What follows belongs to an exercise in optimizing a design on an open flow for small area and a short achievable clock period; a production flow would make more cautious choices.
At most, simulation tests tie the RTL to the original design; equivalence was not proved.
Power is estimated from default activity; no workload was simulated.

## badicecream
module badicecream(input         Clk,                 
                             Reset,               
                             frame_clk,           
                input [10:0]   DrawX, DrawY ,    
				input [15:0]   keycode,				  
               	output logic is_BI	,			 
				output logic [10:0] BI_X, BI_Y,
				input logic up_wall, down_wall , left_wall, right_wall,
				output logic [10:0] BI_X_Pos, BI_Y_Pos,
				output logic [5:0] BI_BlkX_Pos, BI_BlkY_Pos
              );
Size in the first run: about 28 flip-flops, about 100 I/O pins, roughly 3900 um^2 of cells after synthesis.
Settings: LEC_CHECK=0, CAP_MARGIN=20, CORE_MARGIN=2, CORE_UTILIZATION=40, SETUP_SLACK_MARGIN=4, SLEW_MARGIN=20; clock period 8.0 ns.
standard.sh (not shown) runs the stock make flow with config.mk's settings and CLKGATE_MAP_FILE= SYNTH_SCRIPT=/design/flow/synth_recipe.tcl, a recipe that flattens the netlist after the stock synthesis.
==> flow/flow/run.sh <==
#!/bin/bash
# Standard ORFS layout, with the smallest buffer on every input and output port
# and without mapping adders to the library's half/full adder cells.
set -euo pipefail
export BUFFER_PORTS_ARGS="-buffer_cell sky130_fd_sc_hd__buf_1"
export ADDER_MAP_FILE=
bash standard.sh > standard.log 2>&1
==> next run, changes <==
==> flow/flow/run.sh (replaced) <==
#!/bin/bash
# Standard ORFS layout, with the smallest buffer on every input and output port.
set -euo pipefail
export BUFFER_PORTS_ARGS="-buffer_cell sky130_fd_sc_hd__buf_1"
bash standard.sh > standard.log 2>&1
After rerunning: The new run produced a clean layout; routed wire length fell by 18%; cell area fell by about 6%; power fell by 8.7%; non-clock buffer count rose by 2; sequential cell count stays the same; worst hold slack is about the same; maximum frequency fell by 9.6%; cell count fell by 13%; clock skew is about the same.
No functional check of the RTL was part of any run of this note.

* * *

Setup of run 1:
Another version of the RTL of badicecream (not shown whole).
For scale: roughly 410 cells after synthesis, about 100 I/O pins, roughly 2900 um2 of cells after synthesis.
==> flow/config.mk <==
export PLATFORM = sky130hd
export DESIGN_NAME = badicecream
export DESIGN_NICKNAME = badicecream
export VERILOG_FILES = /design/flow/design.v
export SDC_FILE = /design/flow/constraint.sdc
export NUM_CORES = 4
export LEC_CHECK = 0
export CAP_MARGIN = 20
export CORE_MARGIN = 2
export CORE_UTILIZATION = 40
export SETUP_SLACK_MARGIN = 3.5
export SLEW_MARGIN = 20
==> flow/constraint.sdc <==
create_clock -name core_clock -period 8.0 [get_ports {Clk}]
set_input_delay 1.6000 -clock core_clock [delete_from_list [all_inputs] [get_ports {Clk}]]
set_output_delay 1.6000 -clock core_clock [all_outputs]
set_load 0.01 [all_outputs]
==> flow/flow/run.sh <==
#!/bin/bash
# Standard ORFS layout, with the smallest buffer on every input and output port
# and without mapping adders to the library's half/full adder cells.
set -euo pipefail
export BUFFER_PORTS_ARGS="-buffer_cell sky130_fd_sc_hd__buf_1"
export ADDER_MAP_FILE=
bash standard.sh > standard.log 2>&1
Here is what was changed in the inputs of run 2 compared with run 1.
- a change of SETUP_SLACK_MARGIN from 3.5 to 2.5
==> flow/flow/run.sh <==
#!/bin/bash
# The standard ORFS layout with these changes:
#  - the smallest buffer (buf_1) on every input and output port,
#  - adders left as plain logic (no half/full adder cells),
#  - ABC maps the logic with flow/abc_map.script instead of ORFS's speed script.
# Synthesis is otherwise the standard flow's own script (synth_recipe.tcl), so registers and
# their names are those of the standard synthesis.
set -euo pipefail
here=$PWD
export BUFFER_PORTS_ARGS="-buffer_cell sky130_fd_sc_hd__buf_1"
export ADDER_MAP_FILE=
{
  head -n 1 synth_recipe.tcl
  cat <<TCL
proc abc {args} {
  set i [lsearch -exact \$args -script]
  if { \$i >= 0 } { lset args [expr {\$i + 1}] $here/flow/abc_map.script }
  yosys abc {*}\$args
}
TCL
  tail -n +2 synth_recipe.tcl
} > own_synth.tcl
sed "s#SYNTH_SCRIPT=[^ ]*#SYNTH_SCRIPT=$here/own_synth.tcl#" standard.sh > own_standard.sh
grep -q "SYNTH_SCRIPT=$here/own_synth.tcl" own_standard.sh
bash own_standard.sh > standard.log 2>&1
==> flow/flow/abc_map.script (new file) <==
strash
dch
map -D 1500
topo
stime -c
buffer -c
upsize -c
dnsize -c
Results
Taking run 2 as 1.0, run 1 lands at 1.2 on area of all placed cells without fillers. Taking run 1 as the reference, in run 2 share of the clock period used by the worst path increased 2.4 points, proportion of cell area occupied by registers increased 3.3 points. Of run 2 and run 1, the higher post-layout worst setup margin belongs to run 1. Fraction of met1 tracks used by global routing (lower): run 1. From run 1 to run 2 the numbers moved as follows: transition time of the tightest slew-check pin increased by 0.14 ns relative to the old numbers, vertical die dimension shrank by 2.6 um, relative contribution of the clock network to total power went down 7.4 points, number of non-clock buffers went down 12%.
Input changes introduced in run 3 (baseline for comparison: run 2):
-- flow/flow/abc_map.script --
<<< run 2, line 1
strash
>>> run 3, line 1
strash
dch
map -D 1500
strash
Sort run 3 and run 2 by cell count of the worst reg-to-reg path asc -> top: run 2
Re total setup violations reported at the end of the flow: no difference whatsoever between run 2 and run 3.
Run 3 ends up with lower sequential share of layout area than run 2 does.
Here is what was changed in the inputs of run 4 compared with run 3.
- SETUP_SLACK_MARGIN changed from 2.5 to 0.2
==> flow/run.sh (new file) <==
#!/bin/bash
# synth_recipe.tcl (not shown) runs the flow's synth.tcl, then flattens the netlist and writes it again
# the make line also repeats each setting of config.mk as NAME=value (left out here)
make -C /OpenROAD-flow-scripts/flow DESIGN_CONFIG=/design/flow/config.mk WORK_HOME=/design/flow/orfs CLKGATE_MAP_FILE= SYNTH_SCRIPT=/design/flow/synth_recipe.tcl finish
removed: flow/flow/run.sh
removed: flow/flow/abc_map.script
removed: flow/standard.sh
Notes after the runs:
Run 4 vs run 3: non-clock buffer count down
Sequential element share of the synthesized area in run 4 vs run 3: down 2.1 points
Met3 track utilization from global routing essentially unchanged between run 4 and run 3.
Post-route cell area was higher in the run labelled run 4.
Diff run 3 -> run 4 | internal power component | down by a few percent
Lower number of placed instances, taps included was reported by run 4, not run 3.
Worst-case register-to-register setup slack is higher on run 3
Run comparison: run 4 termination of the worst setup path BI_Y[6]; run 3 termination of the worst setup path BI_Y[1]

## static timing again, ports no longer ideal
No port has a modelled driver above. Below, the same layouts with a new extraction and two added sets of constraints. Step 1: set_driving_cell puts a clkbuf_16 on Clk and a buf_2 on each other input, an assumption about the parent block. Step 2 also shifts input and output timing later by t, the mid clock arrival at the registers, as if the neighbouring blocks saw the same clock. Slacks: ideal / step 1 / step 2; pairs: ideal / step 1.
run	t (ns)	setup WS [ns]	hold slack, ns	worst slew at a driven data input, ns
the first run of note 1	0.297	2.432 / 2.393 / 2.393	0.389 / 0.389 / 0.389	0.05
the second run of note 1	0.298	1.841 / 1.821 / 1.821	0.392 / 0.392 / 0.392	0.05
run 1	0.295	2.906 / 2.870 / 2.870	0.392 / 0.392 / 0.392	0.06
run 2	0.296	2.711 / 2.691 / 2.691	0.381 / 0.381 / 0.381	0.04
run 3	0.305	2.654 / 2.629 / 2.629	0.391 / 0.391 / 0.391	0.04
run 4	0.297	0.916 / 0.889 / 0.889	0.389 / 0.389 / 0.389	0.04
After both steps setup and hold are still met in every run listed. For the first run of note 1, which loses most, drivers alone change the setup slack by -0.039 ns; drivers and shift together by -0.039 ns.
